From an optimization exercise on the open Yosys and OpenROAD flow, aimed at small area and a short achievable clock period; shortcuts taken in it are not production practice.
Only simulation tests tie the RTL to the original design; equivalence was not proved.
Power is estimated from default activity; no workload was simulated.

==> quartz: inputs <==
Design FPU, start of the top module:
module FPU(
    input clk,
    input [31:0] A,
    input [31:0] B,
    input [2:0] OPC,
    output [31:0] OUT,
    output AEB,
    output ALB,
    output AGB
    );
wire gt, eq;
wire ceq, clt, cgt;
wire [59:0] st_mul;
wire [34:0] st_as;
wire [31:0] o_div;
wire mul_zero;
wire [59:0] d_st, q_st;
wire [1:0] d_tag, q_tag;
wire [2:0] d_flg, q_flg;
wire [31:0] p_mul, p_as;
ieecomp      x6(A, B, gt, eq, ceq, clt, cgt);
ieeesub_pre  x2(OPC[0], A, B, gt, eq, st_as);
ieeemul_pre  x4(A, B, st_mul, mul_zero);
ieeedivision x5(A, B, o_div);
finalmux_pre x7(OPC, st_as, st_mul, mul_zero, o_div, ceq, clt, cgt, d_st, d_tag, d_flg);
control      x1(clk, d_st, d_tag, d_flg, q_st, q_tag, q_flg);
ieeemul_post x8(q_st, p_mul);
ieeesub_post x9(q_st[34:0], p_as);
finalmux_post x10(q_tag, q_st[31:0], p_mul, p_as, q_flg, OUT, AEB, ALB, AGB);
endmodule
==> module ieeesub_pre, before the edit <==
module ieeesub_pre(
    input sub,
    input [31:0] A,
    input [31:0] B,
    input gt,
    input eq,
    output [34:0] st
    );
wire bs = B[31] ^ sub;
wire [22:0] mxm = gt ? A[22:0] : B[22:0];
wire [7:0] mxe = gt ? A[30:23] : B[30:23];
wire sign = gt ? A[31] : bs;
wire effsub = (A[31] ^ bs) & ~eq;
wire [7:0] dab = A[30:23] - B[30:23];
wire [7:0] dba = B[30:23] - A[30:23];
wire [23:0] sb, sa;
align al_b({1'b1, B[22:0]}, dab, effsub, sb);
align al_a({1'b1, A[22:0]}, dba, effsub, sa);
wire [23:0] smx = gt ? sb : sa;
wire [24:0] mb = {2'b01, mxm};
wire [24:0] s;
wire s_co;
as_add25 ad(mb, {effsub, smx}, effsub, s, s_co);
assign st = {effsub, sign, mxe, s};
endmodule
==> module ieeesub_post, before the edit <==
module ieeesub_post(
    input [34:0] st,
    output [31:0] out
    );
wire [24:0] s = st[24:0];
wire [7:0] e = st[32:25];
wire sign = st[33];
wire effsub = st[34];
wire [22:0] am = s[24] ? s[23:1] : s[22:0];
wire [7:0]  ae = e + {7'd0, s[24]};
reg [4:0] lz;
integer i;
always @* begin
    lz = 5'd0;
    for (i = 1; i <= 23; i = i + 1)
        if (s[i]) lz = 5'd23 - i[4:0];
end
wire [23:0] sl = s[23:0] << lz;
wire [7:0]  se = e - {3'd0, lz};
assign out = effsub ? {sign, se, sl[22:0]} : {sign, ae, am};
endmodule
==> module align, before the edit <==
module align(
    input [23:0] x,
    input [7:0] d,
    input inv,
    output [23:0] y
    );
wire [23:0] xi = x ^ {24{inv}};
wire [23:0] f = {24{inv}};
wire [23:0] t0 = d[0] ? {f[0],    xi[23:1]}  : xi;
wire [23:0] t1 = d[1] ? {f[1:0],  t0[23:2]}  : t0;
wire [23:0] t2 = d[2] ? {f[3:0],  t1[23:4]}  : t1;
wire [23:0] t3 = d[3] ? {f[7:0],  t2[23:8]}  : t2;
wire [23:0] t4 = d[4] ? {f[15:0], t3[23:16]} : t3;
wire out_all = (d[7:5] != 3'd0) | (d[4] & d[3]);
assign y = out_all ? f : t4;
endmodule
==> module finalmux_pre, before the edit <==
module finalmux_pre(
    input [2:0] opc,
    input [34:0] st_as,
    input [59:0] st_mul,
    input mul_zero,
    input [31:0] div_r,
    input ceq,
    input clt,
    input cgt,
    output reg [59:0] st,
    output reg [1:0] tag,
    output [2:0] flg
    );
always @* begin
    st = 60'd0;
    tag = 2'd0;
    case (opc)
        3'd0, 3'd1: begin st = {25'd0, st_as}; tag = 2'd2; end
        3'd2: if (!mul_zero) begin st = st_mul; tag = 2'd1; end
        3'd3: st = {28'd0, div_r};
        default: ;
    endcase
end
wire is_cmp = (opc == 3'd4);
assign flg = {is_cmp & ceq, is_cmp & clt, is_cmp & cgt};
endmodule
==> module finalmux_post, before the edit <==
module finalmux_post(
    input [1:0] tag,
    input [31:0] st_lo,
    input [31:0] p_mul,
    input [31:0] p_as,
    input [2:0] flg,
    output [31:0] out,
    output aeb,
    output alb,
    output agb
    );
assign out = tag[0] ? p_mul : (tag[1] ? p_as : st_lo);
assign {aeb, alb, agb} = flg;
endmodule
==> module FPU, before the edit <==
module FPU(
    input clk,
    input [31:0] A,
    input [31:0] B,
    input [2:0] OPC,
    output [31:0] OUT,
    output AEB,
    output ALB,
    output AGB
    );
wire gt, eq;
wire ceq, clt, cgt;
wire [59:0] st_mul;
wire [34:0] st_as;
wire [31:0] o_div;
wire mul_zero;
wire [59:0] d_st, q_st;
wire [1:0] d_tag, q_tag;
wire [2:0] d_flg, q_flg;
wire [31:0] p_mul, p_as;
ieecomp      x6(A, B, gt, eq, ceq, clt, cgt);
ieeesub_pre  x2(OPC[0], A, B, gt, eq, st_as);
ieeemul_pre  x4(A, B, st_mul, mul_zero);
ieeedivision x5(A, B, o_div);
finalmux_pre x7(OPC, st_as, st_mul, mul_zero, o_div, ceq, clt, cgt, d_st, d_tag, d_flg);
control      x1(clk, d_st, d_tag, d_flg, q_st, q_tag, q_flg);
ieeemul_post x8(q_st, p_mul);
ieeesub_post x9(q_st[34:0], p_as);
finalmux_post x10(q_tag, q_st[31:0], p_mul, p_as, q_flg, OUT, AEB, ALB, AGB);
endmodule
clock: 13.0 ns
lec_check: 0
cap_margin: 20
core_margin: 2
core_utilization: 60
setup_slack_margin: 5
slew_margin: 20
standard.sh (not shown) runs the stock make flow with config.mk's settings and CLKGATE_MAP_FILE= SYNTH_SCRIPT=/design/flow/synth_recipe.tcl, a recipe that flattens the netlist after the stock synthesis.
==> flow/flow/run.sh <==
#!/bin/bash
# Standard layout (the standard.sh: standard synthesis, floorplan, place,
# CTS, route, finish) with two changes to how timing is repaired:
#  - port buffers are buf_2 cells instead of the slow delay-buffer cell the
#    resizer picks by default (every input and output still gets a buffer);
#  - timing repair aims at 5 ns of setup slack.
# The design is still laid out and signed off at the design's clock period.
# make's full output goes to layout.log; each ORFS step logs under orfs/logs.
set -euo pipefail
bash standard.sh SETUP_SLACK_MARGIN=5 \
  "BUFFER_PORTS_ARGS=-buffer_cell sky130_fd_sc_hd__buf_2" finish > layout.log 2>&1
==> garnet: changes against quartz <==
--- a/flow/design.v
+++ b/flow/design.v
@@ -20,33 +20,58 @@
     input gt,
     input eq,
-    output [34:0] st
+    output [56:0] st,
+    output near
     );
 wire bs = B[31] ^ sub;
 wire [22:0] mxm = gt ? A[22:0] : B[22:0];
+wire [22:0] mnm = gt ? B[22:0] : A[22:0];
 wire [7:0] mxe = gt ? A[30:23] : B[30:23];
 wire sign = gt ? A[31] : bs;
 wire effsub = (A[31] ^ bs) & ~eq;
-wire [7:0] dab = A[30:23] - B[30:23];
+wire [8:0] dab = {1'b0, A[30:23]} - {1'b0, B[30:23]};
 wire [7:0] dba = B[30:23] - A[30:23];
-wire [23:0] sb, sa;
-align al_b({1'b1, B[22:0]}, dab, effsub, sb);
-align al_a({1'b1, A[22:0]}, dba, effsub, sa);
-wire [23:0] smx = gt ? sb : sa;
-wire [24:0] mb = {2'b01, mxm};
+wire [7:0] ediff = dab[8] ? dba : dab[7:0];
+assign near = effsub & (ediff[7:1] == 7'd0);
+wire far = ({1'b0, A[30:23]} >= {1'b0, B[30:23]} + 9'd24) |
+           ({1'b0, B[30:23]} >= {1'b0, A[30:23]} + 9'd24);
+wire [23:0] t0 = ediff[0] ? {1'b0, 1'b1, mnm[22:1]} : {1'b1, mnm};
+wire [23:0] t1 = ediff[1] ? {2'b0, t0[23:2]} : t0;
+wire [23:0] t2 = ediff[2] ? {4'b0, t1[23:4]} : t1;
+wire [23:0] t3 = ediff[3] ? {8'b0, t2[23:8]} : t2;
+wire [23:0] t4 = ediff[4] ? {16'b0, t3[23:16]} : t3;
+wire [23:0] sm = far ? 24'd0 : t4;
+wire [23:0] nm = (A[23] ^ B[23]) ? {1'b0, 1'b1, mnm[22:1]} : {1'b1, mnm};
+wire [23:0] ns;
+wire ns_co;
+as_sub24 nsub({1'b1, mxm}, ~nm, 1'b1, ns, ns_co);
+assign st = near ? {sign, mxe, 24'd0, ns}
+                 : {sign, mxe, effsub, sm ^ {24{effsub}}, mxm};
+endmodule
+module ieeesub_post_far(
+    input [56:0] st,
+    output [31:0] out
+    );
+wire [22:0] x = st[22:0];
+wire [23:0] y = st[46:23];
+wire effsub = st[47];
+wire [7:0] e = st[55:48];
+wire sign = st[56];
 wire [24:0] s;
 wire s_co;
-as_add25 ad(mb, {effsub, smx}, effsub, s, s_co);
-assign st = {effsub, sign, mxe, s};
+as_add25 ad({2'b01, x}, {effsub, y}, effsub, s, s_co);
+wire [22:0] m = effsub ? (s[23] ? s[22:0] : {s[21:0], 1'b0})
+                       : (s[24] ? s[23:1] : s[22:0]);
+wire [7:0] ep = e + 8'd1;
+wire [7:0] em = e - 8'd1;
+wire [7:0] eo = effsub ? (s[23] ? e : em) : (s[24] ? ep : e);
+assign out = {sign, eo, m};
 endmodule
-module ieeesub_post(
-    input [34:0] st,
+module ieeesub_post_near(
+    input [56:0] st,
     output [31:0] out
     );
-wire [24:0] s = st[24:0];
-wire [7:0] e = st[32:25];
-wire sign = st[33];
-wire effsub = st[34];
-wire [22:0] am = s[24] ? s[23:1] : s[22:0];
-wire [7:0]  ae = e + {7'd0, s[24]};
+wire [23:0] s = st[23:0];
+wire [7:0] e = st[55:48];
+wire sign = st[56];
 reg [4:0] lz;
 integer i;
@@ -56,7 +81,7 @@
         if (s[i]) lz = 5'd23 - i[4:0];
 end
-wire [23:0] sl = s[23:0] << lz;
+wire [23:0] sl = s << lz;
 wire [7:0]  se = e - {3'd0, lz};
-assign out = effsub ? {sign, se, sl[22:0]} : {sign, ae, am};
+assign out = {sign, se, sl[22:0]};
 endmodule
 module as_add25(input [24:0] x, input [24:0] y, input ci, output [24:0] s, output co);
@@ -248,19 +273,184 @@
 assign co = a_G54;
 endmodule
-module align(
-    input [23:0] x,
-    input [7:0] d,
-    input inv,
-    output [23:0] y
-    );
-wire [23:0] xi = x ^ {24{inv}};
-wire [23:0] f = {24{inv}};
-wire [23:0] t0 = d[0] ? {f[0],    xi[23:1]}  : xi;
-wire [23:0] t1 = d[1] ? {f[1:0],  t0[23:2]}  : t0;
-wire [23:0] t2 = d[2] ? {f[3:0],  t1[23:4]}  : t1;
-wire [23:0] t3 = d[3] ? {f[7:0],  t2[23:8]}  : t2;
-wire [23:0] t4 = d[4] ? {f[15:0], t3[23:16]} : t3;
-wire out_all = (d[7:5] != 3'd0) | (d[4] & d[3]);
-assign y = out_all ? f : t4;
+module as_sub24(input [23:0] x, input [23:0] y, input ci, output [23:0] s, output co);
+wire a_g0_0 = x[0] & y[0];
+wire a_p0_0 = x[0] ^ y[0];
+wire a_g1_1 = x[1] & y[1];
+wire a_p1_1 = x[1] ^ y[1];
+wire a_g2_2 = x[2] & y[2];
+wire a_p2_2 = x[2] ^ y[2];
+wire a_g3_3 = x[3] & y[3];
+wire a_p3_3 = x[3] ^ y[3];
+wire a_g4_4 = x[4] & y[4];
+wire a_p4_4 = x[4] ^ y[4];
+wire a_g5_5 = x[5] & y[5];
+wire a_p5_5 = x[5] ^ y[5];
+wire a_g6_6 = x[6] & y[6];
+wire a_p6_6 = x[6] ^ y[6];
+wire a_g7_7 = x[7] & y[7];
+wire a_p7_7 = x[7] ^ y[7];
+wire a_g8_8 = x[8] & y[8];
+wire a_p8_8 = x[8] ^ y[8];
+wire a_g9_9 = x[9] & y[9];
+wire a_p9_9 = x[9] ^ y[9];
+wire a_g10_10 = x[10] & y[10];
+wire a_p10_10 = x[10] ^ y[10];
+wire a_g11_11 = x[11] & y[11];
+wire a_p11_11 = x[11] ^ y[11];
+wire a_g12_12 = x[12] & y[12];
+wire a_p12_12 = x[12] ^ y[12];
+wire a_g13_13 = x[13] & y[13];
+wire a_p13_13 = x[13] ^ y[13];
+wire a_g14_14 = x[14] & y[14];
+wire a_p14_14 = x[14] ^ y[14];
+wire a_g15_15 = x[15] & y[15];
+wire a_p15_15 = x[15] ^ y[15];
+wire a_g16_16 = x[16] & y[16];
+wire a_p16_16 = x[16] ^ y[16];
+wire a_g17_17 = x[17] & y[17];
+wire a_p17_17 = x[17] ^ y[17];
+wire a_g18_18 = x[18] & y[18];
+wire a_p18_18 = x[18] ^ y[18];
+wire a_g19_19 = x[19] & y[19];
+wire a_p19_19 = x[19] ^ y[19];
+wire a_g20_20 = x[20] & y[20];
+wire a_p20_20 = x[20] ^ y[20];
+wire a_g21_21 = x[21] & y[21];
+wire a_p21_21 = x[21] ^ y[21];
+wire a_g22_22 = x[22] & y[22];
+wire a_p22_22 = x[22] ^ y[22];
+wire a_g23_23 = x[23] & y[23];
+wire a_p23_23 = x[23] ^ y[23];
+wire a_g0c = a_g0_0 | (a_p0_0 & ci);
+wire a_G1 = a_g1_1 | (a_p1_1 & a_g0c);
+wire a_P1 = a_p1_1 & a_p0_0;
+wire a_G2 = a_g3_3 | (a_p3_3 & a_g2_2);
+wire a_P2 = a_p3_3 & a_p2_2;
+wire a_G3 = a_g5_5 | (a_p5_5 & a_g4_4);
+wire a_P3 = a_p5_5 & a_p4_4;
+wire a_G4 = a_g7_7 | (a_p7_7 & a_g6_6);
+wire a_P4 = a_p7_7 & a_p6_6;
+wire a_G5 = a_g9_9 | (a_p9_9 & a_g8_8);
+wire a_P5 = a_p9_9 & a_p8_8;
+wire a_G6 = a_g11_11 | (a_p11_11 & a_g10_10);
+wire a_P6 = a_p11_11 & a_p10_10;
+wire a_G7 = a_g13_13 | (a_p13_13 & a_g12_12);
+wire a_P7 = a_p13_13 & a_p12_12;
+wire a_G8 = a_g15_15 | (a_p15_15 & a_g14_14);
+wire a_P8 = a_p15_15 & a_p14_14;
+wire a_G9 = a_g17_17 | (a_p17_17 & a_g16_16);
+wire a_P9 = a_p17_17 & a_p16_16;
+wire a_G10 = a_g19_19 | (a_p19_19 & a_g18_18);
+wire a_P10 = a_p19_19 & a_p18_18;
+wire a_G11 = a_g21_21 | (a_p21_21 & a_g20_20);
+wire a_P11 = a_p21_21 & a_p20_20;
+wire a_G12 = a_g23_23 | (a_p23_23 & a_g22_22);
+wire a_P12 = a_p23_23 & a_p22_22;
+wire a_G13 = a_g2_2 | (a_p2_2 & a_G1);
+wire a_P13 = a_p2_2 & a_P1;
+wire a_G14 = a_G2 | (a_P2 & a_G1);
+wire a_P14 = a_P2 & a_P1;
+wire a_G15 = a_g6_6 | (a_p6_6 & a_G3);
+wire a_P15 = a_p6_6 & a_P3;
+wire a_G16 = a_G4 | (a_P4 & a_G3);
+wire a_P16 = a_P4 & a_P3;
+wire a_G17 = a_g10_10 | (a_p10_10 & a_G5);
+wire a_P17 = a_p10_10 & a_P5;
+wire a_G18 = a_G6 | (a_P6 & a_G5);
+wire a_P18 = a_P6 & a_P5;
+wire a_G19 = a_g14_14 | (a_p14_14 & a_G7);
+wire a_P19 = a_p14_14 & a_P7;
+wire a_G20 = a_G8 | (a_P8 & a_G7);
+wire a_P20 = a_P8 & a_P7;
+wire a_G21 = a_g18_18 | (a_p18_18 & a_G9);
+wire a_P21 = a_p18_18 & a_P9;
+wire a_G22 = a_G10 | (a_P10 & a_G9);
+wire a_P22 = a_P10 & a_P9;
+wire a_G23 = a_g22_22 | (a_p22_22 & a_G11);
+wire a_P23 = a_p22_22 & a_P11;
+wire a_G24 = a_G12 | (a_P12 & a_G11);
+wire a_P24 = a_P12 & a_P11;
+wire a_G25 = a_g4_4 | (a_p4_4 & a_G14);
+wire a_P25 = a_p4_4 & a_P14;
+wire a_G26 = a_G3 | (a_P3 & a_G14);
+wire a_P26 = a_P3 & a_P14;
+wire a_G27 = a_G15 | (a_P15 & a_G14);
+wire a_P27 = a_P15 & a_P14;
+wire a_G28 = a_G16 | (a_P16 & a_G14);
+wire a_P28 = a_P16 & a_P14;
+wire a_G29 = a_g12_12 | (a_p12_12 & a_G18);
+wire a_P29 = a_p12_12 & a_P18;
+wire a_G30 = a_G7 | (a_P7 & a_G18);
+wire a_P30 = a_P7 & a_P18;
+wire a_G31 = a_G19 | (a_P19 & a_G18);
+wire a_P31 = a_P19 & a_P18;
+wire a_G32 = a_G20 | (a_P20 & a_G18);
+wire a_P32 = a_P20 & a_P18;
+wire a_G33 = a_g20_20 | (a_p20_20 & a_G22);
+wire a_P33 = a_p20_20 & a_P22;
+wire a_G34 = a_G11 | (a_P11 & a_G22);
+wire a_P34 = a_P11 & a_P22;
+wire a_G35 = a_G23 | (a_P23 & a_G22);
+wire a_P35 = a_P23 & a_P22;
+wire a_G36 = a_G24 | (a_P24 & a_G22);
+wire a_P36 = a_P24 & a_P22;
+wire a_G37 = a_g8_8 | (a_p8_8 & a_G28);
+wire a_P37 = a_p8_8 & a_P28;
+wire a_G38 = a_G5 | (a_P5 & a_G28);
+wire a_P38 = a_P5 & a_P28;
+wire a_G39 = a_G17 | (a_P17 & a_G28);
+wire a_P39 = a_P17 & a_P28;
+wire a_G40 = a_G18 | (a_P18 & a_G28);
+wire a_P40 = a_P18 & a_P28;
+wire a_G41 = a_G29 | (a_P29 & a_G28);
+wire a_P41 = a_P29 & a_P28;
+wire a_G42 = a_G30 | (a_P30 & a_G28);
+wire a_P42 = a_P30 & a_P28;
+wire a_G43 = a_G31 | (a_P31 & a_G28);
+wire a_P43 = a_P31 & a_P28;
+wire a_G44 = a_G32 | (a_P32 & a_G28);
+wire a_P44 = a_P32 & a_P28;
+wire a_G45 = a_g16_16 | (a_p16_16 & a_G44);
+wire a_P45 = a_p16_16 & a_P44;
+wire a_G46 = a_G9 | (a_P9 & a_G44);
+wire a_P46 = a_P9 & a_P44;
+wire a_G47 = a_G21 | (a_P21 & a_G44);
+wire a_P47 = a_P21 & a_P44;
+wire a_G48 = a_G22 | (a_P22 & a_G44);
+wire a_P48 = a_P22 & a_P44;
+wire a_G49 = a_G33 | (a_P33 & a_G44);
+wire a_P49 = a_P33 & a_P44;
+wire a_G50 = a_G34 | (a_P34 & a_G44);
+wire a_P50 = a_P34 & a_P44;
+wire a_G51 = a_G35 | (a_P35 & a_G44);
+wire a_P51 = a_P35 & a_P44;
+wire a_G52 = a_G36 | (a_P36 & a_G44);
+wire a_P52 = a_P36 & a_P44;
+wire a_s0 = a_p0_0 ^ ci;
+wire a_s1 = a_p1_1 ^ a_g0c;
+wire a_s2 = a_p2_2 ^ a_G1;
+wire a_s3 = a_p3_3 ^ a_G13;
+wire a_s4 = a_p4_4 ^ a_G14;
+wire a_s5 = a_p5_5 ^ a_G25;
+wire a_s6 = a_p6_6 ^ a_G26;
+wire a_s7 = a_p7_7 ^ a_G27;
+wire a_s8 = a_p8_8 ^ a_G28;
+wire a_s9 = a_p9_9 ^ a_G37;
+wire a_s10 = a_p10_10 ^ a_G38;
+wire a_s11 = a_p11_11 ^ a_G39;
+wire a_s12 = a_p12_12 ^ a_G40;
+wire a_s13 = a_p13_13 ^ a_G41;
+wire a_s14 = a_p14_14 ^ a_G42;
+wire a_s15 = a_p15_15 ^ a_G43;
+wire a_s16 = a_p16_16 ^ a_G44;
+wire a_s17 = a_p17_17 ^ a_G45;
+wire a_s18 = a_p18_18 ^ a_G46;
+wire a_s19 = a_p19_19 ^ a_G47;
+wire a_s20 = a_p20_20 ^ a_G48;
+wire a_s21 = a_p21_21 ^ a_G49;
+wire a_s22 = a_p22_22 ^ a_G50;
+wire a_s23 = a_p23_23 ^ a_G51;
+assign s = {a_s23, a_s22, a_s21, a_s20, a_s19, a_s18, a_s17, a_s16, a_s15, a_s14, a_s13, a_s12, a_s11, a_s10, a_s9, a_s8, a_s7, a_s6, a_s5, a_s4, a_s3, a_s2, a_s1, a_s0};
+assign co = a_G52;
 endmodule
 module mul_tree(input [23:0] a, input [23:0] b, output [47:0] r0, output [47:0] r1);
@@ -1753,5 +1943,6 @@
 module finalmux_pre(
     input [2:0] opc,
-    input [34:0] st_as,
+    input [56:0] st_as,
+    input as_near,
     input [59:0] st_mul,
     input mul_zero,
@@ -1768,5 +1959,5 @@
     tag = 2'd0;
     case (opc)
-        3'd0, 3'd1: begin st = {25'd0, st_as}; tag = 2'd2; end
+        3'd0, 3'd1: begin st = {3'd0, st_as}; tag = as_near ? 2'd3 : 2'd2; end
         3'd2: if (!mul_zero) begin st = st_mul; tag = 2'd1; end
         3'd3: st = {28'd0, div_r};
@@ -1781,12 +1972,20 @@
     input [31:0] st_lo,
     input [31:0] p_mul,
-    input [31:0] p_as,
+    input [31:0] p_far,
+    input [31:0] p_near,
     input [2:0] flg,
-    output [31:0] out,
+    output reg [31:0] out,
     output aeb,
     output alb,
     output agb
     );
-assign out = tag[0] ? p_mul : (tag[1] ? p_as : st_lo);
+always @* begin
+    case (tag)
+        2'd0: out = st_lo;
+        2'd1: out = p_mul;
+        2'd2: out = p_far;
+        default: out = p_near;
+    endcase
+end
 assign {aeb, alb, agb} = flg;
 endmodule
@@ -1804,5 +2003,6 @@
 wire ceq, clt, cgt;
 wire [59:0] st_mul;
-wire [34:0] st_as;
+wire [56:0] st_as;
+wire as_near;
 wire [31:0] o_div;
 wire mul_zero;
@@ -1810,13 +2010,14 @@
 wire [1:0] d_tag, q_tag;
 wire [2:0] d_flg, q_flg;
-wire [31:0] p_mul, p_as;
+wire [31:0] p_mul, p_far, p_near;
 ieecomp      x6(A, B, gt, eq, ceq, clt, cgt);
-ieeesub_pre  x2(OPC[0], A, B, gt, eq, st_as);
+ieeesub_pre  x2(OPC[0], A, B, gt, eq, st_as, as_near);
 ieeemul_pre  x4(A, B, st_mul, mul_zero);
 ieeedivision x5(A, B, o_div);
-finalmux_pre x7(OPC, st_as, st_mul, mul_zero, o_div, ceq, clt, cgt, d_st, d_tag, d_flg);
+finalmux_pre x7(OPC, st_as, as_near, st_mul, mul_zero, o_div, ceq, clt, cgt, d_st, d_tag, d_flg);
 control      x1(clk, d_st, d_tag, d_flg, q_st, q_tag, q_flg);
 ieeemul_post x8(q_st, p_mul);
-ieeesub_post x9(q_st[34:0], p_as);
-finalmux_post x10(q_tag, q_st[31:0], p_mul, p_as, q_flg, OUT, AEB, ALB, AGB);
+ieeesub_post_far  x9(q_st[56:0], p_far);
+ieeesub_post_near x11(q_st[56:0], p_near);
+finalmux_post x10(q_tag, q_st[31:0], p_mul, p_far, p_near, q_flg, OUT, AEB, ALB, AGB);
 endmodule
==> flow/run.sh (new file) <==
#!/bin/bash
# synth_recipe.tcl (not shown) runs the flow's synth.tcl, then flattens the netlist and writes it again
# the make line also repeats each setting of config.mk as NAME=value (left out here)
make -C /OpenROAD-flow-scripts/flow DESIGN_CONFIG=/design/flow/config.mk WORK_HOME=/design/flow/orfs CLKGATE_MAP_FILE= SYNTH_SCRIPT=/design/flow/synth_recipe.tcl finish
- CORE_UTILIZATION: 60 -> 40
removed: flow/flow/run.sh
removed: flow/standard.sh
==> notes <==
- In flip-flop and latch count, quartz and garnet do not differ.
- Sequential power: quartz is smaller than garnet (about 4%).
- In quartz the non-clock buffer count is lower than in garnet, by 42.
- Between quartz and garnet, the lower first-iteration DRC count is in garnet (gap 3.3%, measured against garnet).
- In critical path depth, quartz and garnet do not differ.
==> figures <==
| item | quartz | garnet |
|---|---|---|
| Fill count | 3779 | 6726 |
| Sw Share | 59.6% | 58.7% |
| Total setup buffers inserted after CTS | 5 | 21 |
| Clk cell area share | 1.08% | 0.990% |
| Combinational-cell power consumption | 5.51 mW | 5.68 mW |
| Fraction of synthesized area in multiplexers | 6.33% | 7.10% |
| Result of the run | complete, no violations | complete, no violations |
| Power Sequential | 0.384 mW | 0.401 mW |
| Routability Congestion | 1.05 | 1.01 |
| Maximum number of pins on one net before global-route repair | 78 | 51 |
| Peak supply drop | 0.849 mV | 0.283 mV |

==> what the ideal ports hide <==
How much do the figures lean on ideal ports? The routed layouts below were timed once more, with nothing changed but the port constraints.
Step 1, drivers: a clkbuf_16 drives clk and a buf_2 each remaining input, both assumed.
Step 2 adds t to the input delays and takes it off the output delays; t is the mean of the earliest and latest rising clock arrival at the registers after step 1. Input paths then give back, and output paths get back, about the clock's delay inside the block.
Three values: ideal, step 1, step 2; two values: the first two.
run	shift t [ns]	slack for setup (ns)	worst hold slack (ns)
quartz	0.412	5.140 / 5.169 / 4.757	2.485 / 2.455 / 2.868
garnet	0.389	4.790 / 4.797 / 4.409	2.788 / 2.768 / 3.157
After both steps setup and hold are still met in every run listed. For quartz, which loses most, drivers alone change the setup slack by +0.029 ns; drivers and shift together by -0.383 ns.
